Context: an optimization exercise on an open-source flow, tuned for small area and a short achievable clock period. The choices shown serve that exercise and are no tape-out recipe. Where RTL was checked, it was by simulation tests only, not by an equivalence proof against the original.

==> job 3478 <==
## top_diannao_node_vMAX
module top_diannao_node_vMAX (
        clk,
        i_inputs,
        i_synapses,
        i_op,
        i_nbout,
        i_load,
        o_to_edram
    );
Settings: LEC_CHECK=0, ABC_AREA=1, CAP_MARGIN=10, CORE_MARGIN=2, CORE_UTILIZATION=40, SETUP_SLACK_MARGIN=5, SLEW_MARGIN=10, SYNTH_HIERARCHICAL=1; clock period 12.0 ns.
standard.sh (not shown) runs the stock make flow with config.mk's settings and CLKGATE_MAP_FILE= SYNTH_SCRIPT=/design/flow/synth_recipe.tcl, a recipe that flattens the netlist after the stock synthesis.
==> flow/flow/run.sh <==
#!/bin/bash
# Standard ORFS layout (the standard.sh, standard synthesis unchanged), with
# extra settings for timing repair, clock tree and port buffers.
set -euo pipefail
bash standard.sh SETUP_SLACK_MARGIN=8.3 "CTS_ARGS=-sink_clustering_enable -repair_clock_nets -sink_clustering_size 30 -sink_clustering_max_diameter 80 -dont_use_dummy_load -distance_between_buffers 300" "BUFFER_PORTS_ARGS=-buffer_cell sky130_fd_sc_hd__buf_1" finish > standard.log 2>&1
==> job 8114: changes against job 3478 <==
--- a/flow/design.v
+++ b/flow/design.v
@@ -19,14 +19,62 @@
     input           clk;
     input  [255:0]  i_inputs;
     input  [255:0]  i_synapses;
     input  [0:0]    i_op;
     input  [15:0]   i_nbout;
     input           i_load;
     output [15:0]   o_to_edram;
+    function gt16;
+        input [15:0] a, b;
+        reg [15:0] g0, l0;
+        reg [7:0] g1, l1;
+        reg [3:0] g2, l2;
+        reg [1:0] g3, l3;
+        integer i;
+        begin
+            g0 = a & ~b;
+            l0 = ~a & b;
+            for (i = 0; i < 8; i = i + 1) begin
+                g1[i] = g0[2*i+1] | (~l0[2*i+1] & g0[2*i]);
+                l1[i] = l0[2*i+1] | (~g0[2*i+1] & l0[2*i]);
+            end
+            for (i = 0; i < 4; i = i + 1) begin
+                g2[i] = g1[2*i+1] | (~l1[2*i+1] & g1[2*i]);
+                l2[i] = l1[2*i+1] | (~g1[2*i+1] & l1[2*i]);
+            end
+            for (i = 0; i < 2; i = i + 1) begin
+                g3[i] = g2[2*i+1] | (~l2[2*i+1] & g2[2*i]);
+                l3[i] = l2[2*i+1] | (~g2[2*i+1] & l2[2*i]);
+            end
+            gt16 = g3[1] | (~l3[1] & g3[0]);
+        end
+    endfunction
+    function [15:0] max4;
+        input [15:0] a, b, c, d;
+        reg ab, ac, ad, bc, bd, cd;
+        begin
+            ab = gt16(a, b);
+            ac = gt16(a, c);
+            ad = gt16(a, d);
+            bc = gt16(b, c);
+            bd = gt16(b, d);
+            cd = gt16(c, d);
+            max4 = ({16{ab & ac & ad}} & a) | ({16{~ab & bc & bd}} & b) |
+                   ({16{~ac & ~bc & cd}} & c) | ({16{~ad & ~bd & ~cd}} & d);
+        end
+    endfunction
+    function [15:0] max4t;
+        input [15:0] a, b, c, d;
+        reg [15:0] m0, m1;
+        begin
+            m0 = gt16(a, b) ? a : b;
+            m1 = gt16(c, d) ? c : d;
+            max4t = gt16(m0, m1) ? m0 : m1;
+        end
+    endfunction
     function [31:0] csa4;
         input [15:0] a, b, c, d;
         reg [15:0] x1, s1, c1, x2;
         begin
             x1 = a ^ b;
             s1 = x1 ^ c;
             c1 = {(a[14:0] & b[14:0]) | (c[14:0] & x1[14:0]), 1'b0};
@@ -660,34 +708,31 @@
     generate
         for (k = 0; k < 4; k = k + 1) begin : grp
             wire [15:0] p0 = prod[64*k +: 16];
             wire [15:0] p1 = prod[64*k+16 +: 16];
             wire [15:0] p2 = prod[64*k+32 +: 16];
             wire [15:0] p3 = prod[64*k+48 +: 16];
             assign {gsum1_d[16*k +: 16], gsum0_d[16*k +: 16]} = csa4(p0, p1, p2, p3);
-            nfu_max4 GM (p0, p1, p2, p3, gmax_d[16*k +: 16]);
+            assign gmax_d[16*k +: 16] = max4(p0, p1, p2, p3);
         end
     endgenerate
     wire [15:0] gs0 = gsum0[15:0]  + {gsum1[14:0],  1'b0};
     wire [15:0] gs1 = gsum0[31:16] + {gsum1[29:15], 1'b0};
     wire [15:0] gs2 = gsum0[47:32] + {gsum1[44:30], 1'b0};
     wire [15:0] gs3 = gsum0[63:48] + {gsum1[59:45], 1'b0};
     wire [31:0] ss = csa4(gs0, gs1, gs2, gs3);
-    wire [15:0] sm;
-    nfu_max4 SM (gs0, gs1, gs2, gs3, sm);
+    wire [15:0] sm = max4(gs0, gs1, gs2, gs3);
     wire [31:0] ms = csa4(gmax[15:0], gmax[31:16], gmax[47:32], gmax[63:48]);
-    wire [15:0] mm;
-    nfu_max4t MM (gmax[15:0], gmax[31:16], gmax[47:32], gmax[63:48], mm);
+    wire [15:0] mm = max4t(gmax[15:0], gmax[31:16], gmax[47:32], gmax[63:48]);
     wire [15:0] rs1 = {rsum1, 1'b0};
     wire [15:0] fx  = rsum0 ^ rs1;
     wire [15:0] fs  = fx ^ out_reg;
     wire [15:0] fc  = {(rsum0[14:0] & rs1[14:0]) | (out_reg[14:0] & fx[14:0]), 1'b0};
     wire [15:0] fin_sum = fs + fc;
-    wire        take;
-    nfu_gt16 FC (rmax, out_reg, take);
+    wire        take = gt16(rmax, out_reg);
     wire [15:0] fin_max = take ? rmax : out_reg;
     wire [15:0] fin     = i_op[0] ? fin_max : fin_sum;
     wire [15:0] fin_max_c = ({16{take}} & rmax) | ({16{~take}} & out_reg);
     wire [15:0] fin_c     = i_op[0] ? fin_max_c : fin_sum;
     always @(posedge clk) begin
         cs0     <= h0_all;
         cs1     <= h1_all;
@@ -699,49 +744,7 @@
         rsum0   <= i_op[0] ? ms[15:0]  : ss[15:0];
         rsum1   <= i_op[0] ? ms[31:17] : ss[31:17];
         rmax    <= i_op[0] ? mm : sm;
         out_reg <= i_load ? fin : i_nbout;
         out_copy <= i_load ? fin_c : i_nbout;
     end
 endmodule
-module nfu_gt16 (input [15:0] a, input [15:0] b, output y);
-    reg [15:0] G, P, Gn, Pn;
-    integer i, d;
-    always @(*) begin
-        G = a & ~b;
-        P = a | ~b;
-        for (d = 1; d < 16; d = d * 2) begin
-            for (i = 0; i < 16; i = i + 1) begin
-                if (i % (2*d) == 2*d-1) begin
-                    Gn[i] = G[i] | (P[i] & G[i-d]);
-                    Pn[i] = P[i] & P[i-d];
-                end else begin
-                    Gn[i] = G[i];
-                    Pn[i] = P[i];
-                end
-            end
-            G = Gn;
-            P = Pn;
-        end
-    end
-    assign y = G[15];
-endmodule
-module nfu_max4 (input [15:0] a, input [15:0] b, input [15:0] c, input [15:0] d, output [15:0] y);
-    wire ab, ac, ad, bc, bd, cd;
-    nfu_gt16 C0 (a, b, ab);
-    nfu_gt16 C1 (a, c, ac);
-    nfu_gt16 C2 (a, d, ad);
-    nfu_gt16 C3 (b, c, bc);
-    nfu_gt16 C4 (b, d, bd);
-    nfu_gt16 C5 (c, d, cd);
-    assign y = ({16{ab & ac & ad}} & a) | ({16{~ab & bc & bd}} & b) |
-               ({16{~ac & ~bc & cd}} & c) | ({16{~ad & ~bd & ~cd}} & d);
-endmodule
-module nfu_max4t (input [15:0] a, input [15:0] b, input [15:0] c, input [15:0] d, output [15:0] y);
-    wire g0, g1, g2;
-    nfu_gt16 C0 (a, b, g0);
-    nfu_gt16 C1 (c, d, g1);
-    wire [15:0] m0 = g0 ? a : b;
-    wire [15:0] m1 = g1 ? c : d;
-    nfu_gt16 C2 (m0, m1, g2);
-    assign y = g2 ? m0 : m1;
-endmodule
==> job 5415: changes against job 3478 <==
--- a/flow/design.v
+++ b/flow/design.v
@@ -19,14 +19,62 @@
     input           clk;
     input  [255:0]  i_inputs;
     input  [255:0]  i_synapses;
     input  [0:0]    i_op;
     input  [15:0]   i_nbout;
     input           i_load;
     output [15:0]   o_to_edram;
+    function gt16;
+        input [15:0] a, b;
+        reg [15:0] g0, l0;
+        reg [7:0] g1, l1;
+        reg [3:0] g2, l2;
+        reg [1:0] g3, l3;
+        integer i;
+        begin
+            g0 = a & ~b;
+            l0 = ~a & b;
+            for (i = 0; i < 8; i = i + 1) begin
+                g1[i] = g0[2*i+1] | (~l0[2*i+1] & g0[2*i]);
+                l1[i] = l0[2*i+1] | (~g0[2*i+1] & l0[2*i]);
+            end
+            for (i = 0; i < 4; i = i + 1) begin
+                g2[i] = g1[2*i+1] | (~l1[2*i+1] & g1[2*i]);
+                l2[i] = l1[2*i+1] | (~g1[2*i+1] & l1[2*i]);
+            end
+            for (i = 0; i < 2; i = i + 1) begin
+                g3[i] = g2[2*i+1] | (~l2[2*i+1] & g2[2*i]);
+                l3[i] = l2[2*i+1] | (~g2[2*i+1] & l2[2*i]);
+            end
+            gt16 = g3[1] | (~l3[1] & g3[0]);
+        end
+    endfunction
+    function [15:0] max4;
+        input [15:0] a, b, c, d;
+        reg ab, ac, ad, bc, bd, cd;
+        begin
+            ab = gt16(a, b);
+            ac = gt16(a, c);
+            ad = gt16(a, d);
+            bc = gt16(b, c);
+            bd = gt16(b, d);
+            cd = gt16(c, d);
+            max4 = ({16{ab & ac & ad}} & a) | ({16{~ab & bc & bd}} & b) |
+                   ({16{~ac & ~bc & cd}} & c) | ({16{~ad & ~bd & ~cd}} & d);
+        end
+    endfunction
+    function [15:0] max4t;
+        input [15:0] a, b, c, d;
+        reg [15:0] m0, m1;
+        begin
+            m0 = gt16(a, b) ? a : b;
+            m1 = gt16(c, d) ? c : d;
+            max4t = gt16(m0, m1) ? m0 : m1;
+        end
+    endfunction
     function [31:0] csa4;
         input [15:0] a, b, c, d;
         reg [15:0] x1, s1, c1, x2;
         begin
             x1 = a ^ b;
             s1 = x1 ^ c;
             c1 = {(a[14:0] & b[14:0]) | (c[14:0] & x1[14:0]), 1'b0};
@@ -660,34 +708,31 @@
     generate
         for (k = 0; k < 4; k = k + 1) begin : grp
             wire [15:0] p0 = prod[64*k +: 16];
             wire [15:0] p1 = prod[64*k+16 +: 16];
             wire [15:0] p2 = prod[64*k+32 +: 16];
             wire [15:0] p3 = prod[64*k+48 +: 16];
             assign {gsum1_d[16*k +: 16], gsum0_d[16*k +: 16]} = csa4(p0, p1, p2, p3);
-            nfu_max4 GM (p0, p1, p2, p3, gmax_d[16*k +: 16]);
+            assign gmax_d[16*k +: 16] = max4(p0, p1, p2, p3);
         end
     endgenerate
     wire [15:0] gs0 = gsum0[15:0]  + {gsum1[14:0],  1'b0};
     wire [15:0] gs1 = gsum0[31:16] + {gsum1[29:15], 1'b0};
     wire [15:0] gs2 = gsum0[47:32] + {gsum1[44:30], 1'b0};
     wire [15:0] gs3 = gsum0[63:48] + {gsum1[59:45], 1'b0};
     wire [31:0] ss = csa4(gs0, gs1, gs2, gs3);
-    wire [15:0] sm;
-    nfu_max4 SM (gs0, gs1, gs2, gs3, sm);
+    wire [15:0] sm = max4(gs0, gs1, gs2, gs3);
     wire [31:0] ms = csa4(gmax[15:0], gmax[31:16], gmax[47:32], gmax[63:48]);
-    wire [15:0] mm;
-    nfu_max4t MM (gmax[15:0], gmax[31:16], gmax[47:32], gmax[63:48], mm);
+    wire [15:0] mm = max4t(gmax[15:0], gmax[31:16], gmax[47:32], gmax[63:48]);
     wire [15:0] rs1 = {rsum1, 1'b0};
     wire [15:0] fx  = rsum0 ^ rs1;
     wire [15:0] fs  = fx ^ out_reg;
     wire [15:0] fc  = {(rsum0[14:0] & rs1[14:0]) | (out_reg[14:0] & fx[14:0]), 1'b0};
     wire [15:0] fin_sum = fs + fc;
-    wire        take;
-    nfu_gt16 FC (rmax, out_reg, take);
+    wire        take = gt16(rmax, out_reg);
     wire [15:0] fin_max = take ? rmax : out_reg;
     wire [15:0] fin     = i_op[0] ? fin_max : fin_sum;
     wire [15:0] fin_max_c = ({16{take}} & rmax) | ({16{~take}} & out_reg);
     wire [15:0] fin_c     = i_op[0] ? fin_max_c : fin_sum;
     always @(posedge clk) begin
         cs0     <= h0_all;
         cs1     <= h1_all;
@@ -699,49 +744,7 @@
         rsum0   <= i_op[0] ? ms[15:0]  : ss[15:0];
         rsum1   <= i_op[0] ? ms[31:17] : ss[31:17];
         rmax    <= i_op[0] ? mm : sm;
         out_reg <= i_load ? fin : i_nbout;
         out_copy <= i_load ? fin_c : i_nbout;
     end
 endmodule
-module nfu_gt16 (input [15:0] a, input [15:0] b, output y);
-    reg [15:0] G, P, Gn, Pn;
-    integer i, d;
-    always @(*) begin
-        G = a & ~b;
-        P = a | ~b;
-        for (d = 1; d < 16; d = d * 2) begin
-            for (i = 0; i < 16; i = i + 1) begin
-                if (i % (2*d) == 2*d-1) begin
-                    Gn[i] = G[i] | (P[i] & G[i-d]);
-                    Pn[i] = P[i] & P[i-d];
-                end else begin
-                    Gn[i] = G[i];
-                    Pn[i] = P[i];
-                end
-            end
-            G = Gn;
-            P = Pn;
-        end
-    end
-    assign y = G[15];
-endmodule
-module nfu_max4 (input [15:0] a, input [15:0] b, input [15:0] c, input [15:0] d, output [15:0] y);
-    wire ab, ac, ad, bc, bd, cd;
-    nfu_gt16 C0 (a, b, ab);
-    nfu_gt16 C1 (a, c, ac);
-    nfu_gt16 C2 (a, d, ad);
-    nfu_gt16 C3 (b, c, bc);
-    nfu_gt16 C4 (b, d, bd);
-    nfu_gt16 C5 (c, d, cd);
-    assign y = ({16{ab & ac & ad}} & a) | ({16{~ab & bc & bd}} & b) |
-               ({16{~ac & ~bc & cd}} & c) | ({16{~ad & ~bd & ~cd}} & d);
-endmodule
-module nfu_max4t (input [15:0] a, input [15:0] b, input [15:0] c, input [15:0] d, output [15:0] y);
-    wire g0, g1, g2;
-    nfu_gt16 C0 (a, b, g0);
-    nfu_gt16 C1 (c, d, g1);
-    wire [15:0] m0 = g0 ? a : b;
-    wire [15:0] m1 = g1 ? c : d;
-    nfu_gt16 C2 (m0, m1, g2);
-    assign y = g2 ? m0 : m1;
-endmodule
==> flow/flow/run.sh (replaced) <==
#!/bin/bash
# Standard ORFS layout (the standard.sh, standard synthesis unchanged), with
# extra settings for timing repair, clock tree and port buffers.
set -euo pipefail
bash standard.sh SETUP_SLACK_MARGIN=8.2 "CTS_ARGS=-sink_clustering_enable -repair_clock_nets -sink_clustering_size 30 -sink_clustering_max_diameter 80 -dont_use_dummy_load -distance_between_buffers 300" "BUFFER_PORTS_ARGS=-buffer_cell sky130_fd_sc_hd__buf_1" finish > standard.log 2>&1
==> impl_metrics.json <==
{
  "outcome": "finished clean",
  "fin_area_um2": 147000,
  "worst_slew_margin_rel_pct": 17.1,
  "worstReg2RegStart": "mag_b[97]",
  "multi_input_cells": 11400,
  "nonClkBufAreaFrac_pct": 5.57,
  "dr.pass1.iters": 9,
  "final-clk-cell-share_pct": 1.87,
  "cts_buffers": 110
}
Source of the figures above: job 3478

==> impl_metrics.json <==
{
  "yosysMostFrequentCell": "nand2_1",
  "multi_input_cells": 12400,
  "cts_buffers": 108,
  "final-clk-cell-share_pct": 1.85,
  "fin_area_um2": 146000,
  "outcome": "finished clean",
  "inv_count": 1748,
  "worstReg2RegStart": "mag_b[215]",
  "worst_slew_margin_rel_pct": 38.9,
  "nonClkBufAreaFrac_pct": 3.24,
  "yosysTopAreaCellShare_pct": 24.7
}
Source of the figures above: job 8114

==> impl_metrics.json <==
{
  "outcome": "finished clean",
  "final-clk-cell-share_pct": 1.89,
  "cts_buffers": 109,
  "multi_input_cells": 12400,
  "worstReg2RegStart": "mag_b[71]",
  "fin_area_um2": 145000
}
Source of the figures above: job 5415

No functional check of the RTL was part of job 3478.

-- port drivers added, routing unchanged --
The flow's constraints put no driver on any port. The routed layouts listed below were extracted and timed again, unchanged, in two steps. Step 1 sets driving cells, clkbuf_16 on the clock port and buf_2 on the other inputs (assumed; they add their load-dependent delay and slew). Step 2 times the ports against the registers' clock, not the clock port: input delays grow and output delays shrink by t, the midpoint of the rising clock arrivals with the driver on. Three values: no drivers, after step 1, after step 2; two values: the first two.
run | t, ns | setup slack, ns | clock arrival spread, ns | worst register clock-pin slew, ns | pins driven straight from the clock port
job 3478 | 0.870 | 8.256 / 8.157 / 7.613 | 0.121 / 0.120 | 0.11 / 0.11 | 1
job 8114 | 0.890 | 8.333 / 8.227 / 7.701 | 0.136 / 0.136 | 0.11 / 0.11 | 1
job 5415 | 0.875 | 8.300 / 8.193 / 7.654 | 0.117 / 0.118 | 0.11 / 0.11 | 1
After both steps every run listed still meets setup and hold. For job 5415, which loses most, drivers alone change the setup slack by -0.107 ns; drivers and shift together by -0.646 ns.
